Source: an optimization exercise on an open RTL-to-GDS flow (aim: small area). Production flows keep margins and buffers that such runs may drop.
No driver is modelled on the clock port, so clocking that relies on it looks cheaper here than on a real chip.
Power figures rest on the tool's default switching activity, not on a simulated workload.

==> run a <==
==> flow/design.v <==
module key_scan(
    input            clk,
    input            rst_n,
    input            first,      
    input      [3:0] key_col,
    output     [3:0] key_row,
    output     [3:0] key_out,
    output           key_vld
);
    reg [3:0] col_ff0, col_ff1;
    reg [6:0] shake_cnt;
    reg [2:0] r_n;        
    wire [2:0] r = ~r_n;
    reg [4:0] s;
    reg [1:0] col_get;
    always @(posedge clk or negedge rst_n)
        if (!rst_n) begin
            col_ff0 <= 4'hf;
            col_ff1 <= 4'hf;
        end else begin
            col_ff0 <= key_col;
            col_ff1 <= col_ff0;
        end
    wire any_low    = ~&col_ff1;
    wire shake_flag = any_low & shake_cnt[6] & shake_cnt[5] & shake_cnt[1] & shake_cnt[0];
    wire [7:0] sc;
    wire [6:0] ss;
    assign sc[0] = any_low;
    genvar i;
    generate for (i = 0; i < 7; i = i + 1) begin : g_shake
        assign ss[i]    = shake_cnt[i] ^ sc[i];
        assign sc[i+1]  = shake_cnt[i] & sc[i];
    end endgenerate
    always @(posedge clk or negedge rst_n)
        if (!rst_n)
            shake_cnt <= 7'd0;
        else
            shake_cnt <= {ss[6] & ~shake_flag, ss[5] & ~shake_flag, ss[4:3],
                          ss[2] & ~shake_flag, ss[1:0]};
    wire idle  = r[2] & r[0];       
    wire r_is4 = r[2] & ~r[0];
    wire [4:0] qc;
    wire [3:0] qs;
    assign qc[0] = 1'b1;
    generate for (i = 0; i < 4; i = i + 1) begin : g_s
        assign qs[i]   = s[i] ^ qc[i];
        assign qc[i+1] = s[i] & qc[i];
    end endgenerate
    always @(posedge clk or negedge rst_n)
        if (!rst_n) begin
            r_n <= 3'd0;
            s <= 5'd0;
        end else if (s[4]) begin
            if (r_is4) begin
                if (!any_low) begin
                    r_n <= 3'd0;
                    s[4] <= 1'b0;
                end
            end else begin
                r_n <= ~(r + 3'd1);
                s[4] <= 1'b0;
            end
        end else if (idle) begin
            if (shake_flag)
                s[4] <= 1'b1;
        end else
            s <= {qc[4], qs};
    always @(posedge clk)
        if (idle & ~s[4])
            col_get <= (col_ff1 == 4'b1110) ? 2'd0 :
                       (col_ff1 == 4'b1101) ? 2'd1 :
                       (col_ff1 == 4'b1011) ? 2'd2 : 2'd3;
    assign key_row = {~r[2] & (r[1:0] != 2'd3), ~r[2] & (r[1:0] != 2'd2),
                      ~r[2] & (r[1:0] != 2'd1), ~r[2] & (r[1:0] != 2'd0)};
    assign key_vld = ~r[2] & (&s[3:0]) & ~col_ff1[col_get];
    assign key_out = {r[1:0], col_get};
endmodule
module control(
    input            clk,
    input            rst_n,
    input      [3:0] key_num,
    input            key_vld,
    input      [2:0] dsel,
    input            first,      
    output     [4:0] dchar
);
    localparam NONE = 5'd31;
    reg        err, pw, unlock, twice;    
    wire       lock = ~unlock;
    reg [3:0]  cnt_pw;       
    reg [15:4] pw_hi;
    reg        pw3_n;        
    reg [2:0]  pw_lo;
    wire [15:0] password = {pw_hi, ~pw3_n, pw_lo};
    reg [15:0] cnt_10s;
    reg [7:0]  cnt_2s_hi;
    wire digit   = key_vld & (key_num < 4'd10);
    wire confirm = key_vld & (key_num == 4'd10);
    wire [3:0] digit_code = {(~key_num[1] & ~key_num[2] & ~key_num[3]) | (key_num[1] & key_num[2]), (~key_num[1] & ~key_num[3]), (~key_num[2] & ~key_num[3]) | (key_num[0] & key_num[1]), (key_num[0])};
    wire pw_ok   = password == 16'h2345;
    wire [16:0] tc;
    wire [15:0] ts;
    assign tc[0] = pw;
    genvar i;
    generate for (i = 0; i < 16; i = i + 1) begin : g_10s
        assign ts[i]   = cnt_10s[i] ^ tc[i];
        assign tc[i+1] = cnt_10s[i] & tc[i];
    end endgenerate
    wire end_10s = pw & cnt_10s[15] & cnt_10s[14] & cnt_10s[9] & cnt_10s[8] &
                   cnt_10s[6] & cnt_10s[3] & cnt_10s[2] & cnt_10s[1] & cnt_10s[0];
    wire        fb   = cnt_pw[3] ^ ~(cnt_pw[2] & cnt_pw[1] & ~cnt_pw[0]);
    wire        wrap = cnt_pw[3] & ~cnt_pw[2] & ~cnt_pw[1] & ~cnt_pw[0];
    wire        carry = wrap & twice & lock;
    wire        hi_fb = ~(cnt_2s_hi[7] ^ cnt_2s_hi[5] ^ cnt_2s_hi[4] ^ cnt_2s_hi[3]);
    wire end_2s = err & wrap & cnt_2s_hi[7] & ~cnt_2s_hi[6] & cnt_2s_hi[5] &
                  cnt_2s_hi[2] & ~cnt_2s_hi[1] & cnt_2s_hi[0];
    wire add_pw  = ~err & digit & ~cnt_pw[3];
    wire leave   = end_10s | (confirm & (~pw_ok | (lock & twice)));   
    wire to_err  = pw & confirm & ~pw_ok & ~end_10s;
    always @(posedge clk or negedge rst_n)
        if (!rst_n) begin
            err    <= 1'b0;
            pw     <= 1'b0;
            unlock <= 1'b0;
            twice  <= 1'b0;
        end else if (err) begin
            err <= ~end_2s;
            unlock <= unlock ^ wrap;
            twice <= twice ^ (wrap & lock);
        end else begin
            err <= to_err;
            pw  <= pw ? ~leave : digit;
            if (pw & confirm & ~end_10s & (~pw_ok | (lock & twice)))
                unlock <= 1'b1;
            if (pw)
                twice <= twice ? ~(end_10s | confirm) : (lock & confirm & pw_ok);
        end
    always @(posedge clk)
        if (err)
            cnt_pw <= {cnt_pw[2:0], fb};
        else if (confirm | end_10s | first)
            cnt_pw <= 4'd0;
        else if (add_pw)
            cnt_pw <= {cnt_pw[2:0], 1'b1};
    always @(posedge clk)
        if (~err | carry)
            cnt_2s_hi <= {cnt_2s_hi[6:0], err & hi_fb};
    always @(posedge clk or negedge rst_n)
        if (!rst_n)
            cnt_10s <= 16'd0;
        else
            cnt_10s <= {ts[15:14] & {2{~end_10s}}, ts[13:10], ts[9:8] & {2{~end_10s}},
                        ts[7], ts[6] & ~end_10s, ts[5], ts[4] & ~end_10s, ts[3:0]};
    always @(posedge clk or negedge rst_n)
        if (!rst_n)
            pw3_n <= 1'b0;
        else if (add_pw)
            pw3_n <= ~digit_code[3];
    always @(posedge clk)
        if (add_pw)
            {pw_hi, pw_lo} <= {password[11:0], digit_code[2:0]};
    wire [4:0] fixed_char = {1'b1,
        (~dsel[0] & ~err & ~lock) | (dsel[0] & dsel[2]),
        ~((~dsel[0] & ~dsel[2]) | (dsel[1] & err)),
        (~dsel[1]) | (dsel[0] & ~lock) | (err),
        (dsel[1] & ~err) | (dsel[2] & ~err & ~lock) | (dsel[0] & ~dsel[1] & err) | (~dsel[0] & ~err & lock)};
    reg  [4:0] pw_char;
    always @(*)
        case (dsel)
            3'd0:    pw_char = cnt_pw[0] ? {1'b0, password[3:0]}   : NONE;
            3'd1:    pw_char = cnt_pw[1] ? {1'b0, password[7:4]}   : NONE;
            3'd2:    pw_char = cnt_pw[2] ? {1'b0, password[11:8]}  : NONE;
            3'd3:    pw_char = cnt_pw[3] ? {1'b0, password[15:12]} : NONE;
            default: pw_char = NONE;
        endcase
    assign dchar = pw ? pw_char : fixed_char;
endmodule
module seg_display(
    input            clk,
    input            rst_n,
    input      [4:0] dchar,
    output     [2:0] dsel,
    output           first,
    output     [7:0] segment,
    output     [5:0] seg_sel
);
    reg [4:0] cnt_300us;
    reg [2:0] sel_n;      
    wire [2:0] sel = ~sel_n;  
    reg [4:0] hold;
    reg [4:0] code_n;     
    wire [4:0] code = ~code_n;
    wire at_0 = (~cnt_300us[0] & ~cnt_300us[1] & ~cnt_300us[3] & ~cnt_300us[4]);
    wire load = (cnt_300us[0] & ~cnt_300us[2] & cnt_300us[4]);
    wire p_fb = cnt_300us[4] ^ ((~cnt_300us[1]) | (~cnt_300us[2]) | (cnt_300us[3]));
    always @(posedge clk or negedge rst_n)
        if (!rst_n)
            cnt_300us <= 5'd0;
        else
            cnt_300us <= {cnt_300us[3:0], p_fb};
    always @(posedge clk or negedge rst_n)
        if (!rst_n)
            sel_n <= ~3'd7;
        else if (at_0)
            sel_n <= ~{(sel[0] & sel[1] & ~sel[2]) | (~sel[0] & sel[2]), (sel[0] & ~sel[1] & ~sel[2]) | (~sel[0] & sel[1]), (~sel[0])};
    wire take = ~((~cnt_300us[0] & ~cnt_300us[1]) | (cnt_300us[4] & ~sel[2]) | (~cnt_300us[0] & sel[0]) | (cnt_300us[2] & sel[1]) | (cnt_300us[1] & ~cnt_300us[2] & sel[0]) | (~cnt_300us[3] & sel[2]));
    assign dsel  = sel;
    assign first = (sel[1] & sel[2]);
    always @(posedge clk)
        if (take)
            hold <= dchar;
    always @(posedge clk or negedge rst_n)
        if (!rst_n)
            code_n <= ~5'd31;
        else if (load)
            code_n <= ~hold;
    wire [6:0] seg = {~((~code[1] & ~code[4]) | (code[1] & ~code[3]) | (~code[2] & code[4])),
        ~((~code[1]) | (~code[0] & code[2])),
        (code[0] & ~code[4]) | (code[2] & ~code[3] & ~code[4]) | (code[0] & code[1] & code[3]),
        (~code[0] & ~code[1] & code[2]) | (code[0] & code[3]) | (~code[0] & ~code[2] & code[4]),
        (~code[0] & code[1] & ~code[3]) | (~code[1] & code[4]) | (code[2] & code[3] & code[4]),
        ~((~code[0] & ~code[1] & ~code[3]) | (code[0] & ~code[2]) | (code[1] & ~code[4])),
        (~code[0] & ~code[1] & code[2]) | (code[0] & code[1] & code[2]) | (~code[2] & ~code[3] & code[4]) | (code[1] & code[3] & code[4])};
    assign segment = {1'b1, seg};
    assign seg_sel = {(~sel[2]) | (~sel[0]),
        (~sel[2]) | (sel[0] & ~sel[1]),
        (~sel[1]) | (~sel[0]),
        (~sel[1]) | (sel[0] & ~sel[2]),
        (~sel[0]) | (sel[1] & ~sel[2]) | (~sel[1] & sel[2]),
        ~((~sel[0] & ~sel[1] & ~sel[2]) | (sel[1] & sel[2]))};
endmodule
module top(
    input        clk,
    input        rst_n,
    input  [3:0] key_col,
    output [3:0] key_row,
    output [5:0] seg_sel,
    output [7:0] segment
);
    wire [3:0] key_out;
    wire       key_vld;
    wire [2:0] dsel;
    wire       first;       
    wire [4:0] dchar;
    key_scan u_key_scan(.clk(clk), .rst_n(rst_n), .first(first), .key_col(key_col),
                        .key_row(key_row), .key_out(key_out), .key_vld(key_vld));
    control u_ctrl(.clk(clk), .rst_n(rst_n), .key_num(key_out), .key_vld(key_vld),
                   .dsel(dsel), .first(first), .dchar(dchar));
    seg_display u_segment(.clk(clk), .rst_n(rst_n), .dchar(dchar), .dsel(dsel), .first(first),
                          .segment(segment), .seg_sel(seg_sel));
endmodule
==> flow/flow/run.sh <==
#!/bin/bash
# Own layout flow: the standard flow (standard.sh: the unchanged standard
# synthesis, floorplan, power grid, tap cells, placement, CTS, routing) with
# settings ORFS reads from its environment:
#  - every port gets the smallest buffer (buf_1) instead of the default one;
#  - after floorplan, the combinational logic is re-mapped for area by
#    OpenROAD's restructure (ABC; every register is kept as synthesis made
#    it), and cells sized up go back to their smallest drive
#    (flow/downsize.tcl); later repair steps size up again where slew,
#    capacitance or timing need it;
#  - clock tree synthesis with clkbuf_4 and no dummy loads, and clock
#    buffers that drive 11 or more flip-flops made clkbuf_8 (flow/clkfix.tcl).
# The make output (all tools) goes to standard_make.log here; ORFS also keeps
# each step's log under orfs/logs.
set -euo pipefail
bash standard.sh \
  "BUFFER_PORTS_ARGS=-buffer_cell sky130_fd_sc_hd__buf_1" \
  "CTS_ARGS=-sink_clustering_enable -repair_clock_nets -dont_use_dummy_load -buf_list sky130_fd_sc_hd__clkbuf_4" \
  "POST_FLOORPLAN_TCL=$PWD/flow/downsize.tcl" \
  "POST_CTS_TCL=$PWD/flow/clkfix.tcl" \
  finish > standard_make.log 2>&1
==> flow/flow/clkfix.tcl <==
# After CTS: a clock buffer that drives 11 or more flip-flops is made stronger, so
# that every flip-flop clock pin stays well inside the slew limit.
set count 0
foreach inst [get_cells clkbuf_*] {
  set master [get_property [get_lib_cells -of_objects $inst] name]
  if {$master ne "sky130_fd_sc_hd__clkbuf_4"} { continue }
  set net [get_nets -of_objects [get_pins [get_full_name $inst]/X]]
  set loads [llength [get_pins -of_objects $net -filter "direction==input"]]
  if {$loads >= 11} {
    replace_cell [get_full_name $inst] sky130_fd_sc_hd__clkbuf_8
    incr count
  }
}
puts "clkfix: upsized $count clock buffers"
if {$count > 0} {
  detailed_placement
  check_placement -verbose
}
==> flow/flow/downsize.tcl <==
# After floorplan: re-map the combinational logic for area (OpenROAD's
# restructure, which runs ABC on the logic between registers and ports and
# keeps every register), then put every combinational cell back to its
# smallest drive strength (the design has several ns of slack); later repair
# steps size up again wherever slew, capacitance or timing need it.
set tielo_cell [lindex $::env(TIELO_CELL_AND_PORT) 0]
set tiehi_cell [lindex $::env(TIEHI_CELL_AND_PORT) 0]
set lib_name [get_name [get_property [lindex [get_lib_cell $tielo_cell] 0] library]]
set rmp_dir $::env(RESULTS_DIR)/rmp
file mkdir $rmp_dir
puts "restructure: area before [sta::format_area [rsz::design_area] 0]"
restructure -liberty_file [lindex $::env(LIB_FILES) 0] -target area \
  -tielo_port $lib_name/$tielo_cell/[lindex $::env(TIELO_CELL_AND_PORT) 1] \
  -tiehi_port $lib_name/$tiehi_cell/[lindex $::env(TIEHI_CELL_AND_PORT) 1] \
  -work_dir $rmp_dir -abc_logfile $rmp_dir/abc.log
puts "restructure: area after [sta::format_area [rsz::design_area] 0]"
set count 0
foreach inst [get_cells *] {
  set master [get_property [get_lib_cells -of_objects $inst] name]
  if {![regexp {^(sky130_fd_sc_hd__)([a-z0-9]+)_([0-9]+)$} $master -> pfx base drive]} { continue }
  if {[string match "df*" $base] || [string match "edf*" $base] || [string match "sdf*" $base]} { continue }
  if {[string match "*tap*" $base] || [string match "*fill*" $base] || [string match "*decap*" $base] || [string match "conb" $base]} { continue }
  foreach d {0 1} {
    if {$d >= $drive} { break }
    set cand "${pfx}${base}_${d}"
    if {[llength [get_lib_cells -quiet */$cand]] > 0 || [llength [get_lib_cells -quiet $cand]] > 0} {
      replace_cell [get_full_name $inst] $cand
      incr count
      break
    }
  }
}
puts "downsize: replaced $count cells"
==> flow/standard.sh <==
#!/bin/bash
# synth_recipe.tcl (not shown) runs the flow's synth.tcl, then flattens the netlist and writes it again
# the make line also repeats each setting of config.mk as NAME=value (left out here)
make -C /OpenROAD-flow-scripts/flow DESIGN_CONFIG=/design/flow/config.mk WORK_HOME=/design/flow/orfs CLKGATE_MAP_FILE= SYNTH_SCRIPT=/design/flow/synth_recipe.tcl "${@:-finish}"
==> flow/config.mk <==
export PLATFORM = sky130hd
export DESIGN_NAME = top
export DESIGN_NICKNAME = top
export VERILOG_FILES = /design/flow/design.v
export SDC_FILE = /design/flow/constraint.sdc
export NUM_CORES = 4
export LEC_CHECK = 0
export ABC_AREA = 0
export CAP_MARGIN = 20
export CORE_MARGIN = 2
export CORE_UTILIZATION = 40
export SLEW_MARGIN = 20
==> flow/constraint.sdc <==
create_clock -name core_clock -period 10.0 [get_ports {clk}]
set_input_delay 2.0000 -clock core_clock [delete_from_list [all_inputs] [get_ports {clk}]]
set_output_delay 2.0000 -clock core_clock [all_outputs]
set_load 0.01 [all_outputs]
==> run b: changes against run a <==
--- a/flow/design.v
+++ b/flow/design.v
@@ -32,10 +32,12 @@
         assign sc[i+1]  = shake_cnt[i] & sc[i];
     end endgenerate
-    always @(posedge clk or negedge rst_n)
-        if (!rst_n)
-            shake_cnt <= 7'd0;
+    wire clr_shake = shake_flag | first;
+    always @(posedge clk or negedge rst_n)
+        if (!rst_n)
+            {shake_cnt[4:3], shake_cnt[1:0]} <= 4'd0;
         else
-            shake_cnt <= {ss[6] & ~shake_flag, ss[5] & ~shake_flag, ss[4:3],
-                          ss[2] & ~shake_flag, ss[1:0]};
+            {shake_cnt[4:3], shake_cnt[1:0]} <= {ss[4:3], ss[1:0]};
+    always @(posedge clk)
+        {shake_cnt[6:5], shake_cnt[2]} <= {ss[6:5], ss[2]} & {3{~clr_shake}};
     wire idle  = r[2] & r[0];       
     wire r_is4 = r[2] & ~r[0];
@@ -146,10 +148,14 @@
         if (~err | carry)
             cnt_2s_hi <= {cnt_2s_hi[6:0], err & hi_fb};
-    always @(posedge clk or negedge rst_n)
-        if (!rst_n)
-            cnt_10s <= 16'd0;
+    wire clr_10s = end_10s | first;
+    always @(posedge clk or negedge rst_n)
+        if (!rst_n)
+            {cnt_10s[13:10], cnt_10s[7], cnt_10s[5], cnt_10s[3:0]} <= 10'd0;
         else
-            cnt_10s <= {ts[15:14] & {2{~end_10s}}, ts[13:10], ts[9:8] & {2{~end_10s}},
-                        ts[7], ts[6] & ~end_10s, ts[5], ts[4] & ~end_10s, ts[3:0]};
+            {cnt_10s[13:10], cnt_10s[7], cnt_10s[5], cnt_10s[3:0]} <=
+                {ts[13:10], ts[7], ts[5], ts[3:0]};
+    always @(posedge clk)
+        {cnt_10s[15:14], cnt_10s[9:8], cnt_10s[6], cnt_10s[4]} <=
+            {ts[15:14], ts[9:8], ts[6], ts[4]} & {6{~clr_10s}};
     always @(posedge clk or negedge rst_n)
         if (!rst_n)
@@ -186,9 +192,7 @@
 );
     reg [4:0] cnt_300us;
-    reg [2:0] sel_n;      
-    wire [2:0] sel = ~sel_n;  
+    reg [2:0] sel;        
     reg [4:0] hold;
-    reg [4:0] code_n;     
-    wire [4:0] code = ~code_n;
+    reg [4:0] code;
     wire at_0 = (~cnt_300us[0] & ~cnt_300us[1] & ~cnt_300us[3] & ~cnt_300us[4]);
     wire load = (cnt_300us[0] & ~cnt_300us[2] & cnt_300us[4]);
@@ -201,7 +205,7 @@
     always @(posedge clk or negedge rst_n)
         if (!rst_n)
-            sel_n <= ~3'd7;
+            sel <= 3'd7;
         else if (at_0)
-            sel_n <= ~{(sel[0] & sel[1] & ~sel[2]) | (~sel[0] & sel[2]), (sel[0] & ~sel[1] & ~sel[2]) | (~sel[0] & sel[1]), (~sel[0])};
+            sel <= {(sel[0] & sel[1] & ~sel[2]) | (~sel[0] & sel[2]), (sel[0] & ~sel[1] & ~sel[2]) | (~sel[0] & sel[1]), (~sel[0])};
     wire take = ~((~cnt_300us[0] & ~cnt_300us[1]) | (cnt_300us[4] & ~sel[2]) | (~cnt_300us[0] & sel[0]) | (cnt_300us[2] & sel[1]) | (cnt_300us[1] & ~cnt_300us[2] & sel[0]) | (~cnt_300us[3] & sel[2]));
     assign dsel  = sel;
@@ -212,7 +216,7 @@
     always @(posedge clk or negedge rst_n)
         if (!rst_n)
-            code_n <= ~5'd31;
+            code <= 5'd31;
         else if (load)
-            code_n <= ~hold;
+            code <= hold;
     wire [6:0] seg = {~((~code[1] & ~code[4]) | (code[1] & ~code[3]) | (~code[2] & code[4])),
         ~((~code[1]) | (~code[0] & code[2])),
==> comparison table <==
Outcome: run a complete, no violations; run b complete, no violations
Xor/xnor cell area share of the yosys netlist: run a 0.02723; run b 0.02544
Post-route insts no fill: run a 531; run b 528
Switch share: run a 0.3080; run b 0.3056
Instance count on the critical path: run a 3; run b 4
Total power per unit cell area: run a 197.6 mW/mm^2; run b 188.8 mW/mm^2
Slowest stage delay, CP: run a 630 ps; run b 750 ps
Multiplexer area fraction after synthesis: run a 0.05027; run b 0.04876
Met1 capacity usage during global routing: run a 0.1970; run b 0.1809
Total design power: run a 0.8459 mW; run b 0.7992 mW
Leading register cell type out of synthesis: run a sky130_fd_sc_hd__dfrtp_1; run b sky130_fd_sc_hd__edfxtp_1
Worst clock skew: run a 28.61 ps; run b 31.72 ps
Worst Tran Pin Value: run a 786.3 ps; run b 958.2 ps
Post-layout worst setup margin: run a 6074 ps; run b 5940 ps
Synth Area in Adders: run a 0.08977; run b 0.09085
Cell count after synthesis: run a 335; run b 333
Die Height: run a 106.2 um; run b 105.6 um
Min cycle time layout: run a 3926 ps; run b 4060 ps
Combinational share of power: run a 0.207; run b 0.204
Non-CTS buffers: run a 24; run b 23
Slowest stage cell, crit path: run a sky130_fd_sc_hd__dfrtp_1; run b sky130_fd_sc_hd__dfstp_2
No run of this note included a check of the RTL's function; only the layout flow was run.

==> afterwards: timing with drivers on the ports <==
No port has a modelled driver above. Below, the same layouts with a new extraction and two added sets of constraints.
Step 1, drivers: a clkbuf_16 drives clk and a buf_2 each remaining input, both assumed.
Step 2, shift: input delay + t, output delay - t, t = (earliest + latest rising clock arrival at the registers) / 2. This alone moves slack from input paths to output paths.
Slacks: ideal ports / drivers / drivers and shift; pairs: ideal ports / drivers.
run | t, ns | setup WS [ns] | worst hold slack (ns)
run a | 0.439 | 6.074 / 6.043 / 6.482 | 0.361 / 0.361 / 0.361
run b | 0.442 | 5.940 / 5.909 / 6.351 | 0.358 / 0.358 / 0.358
After both steps every run listed still meets setup and hold.
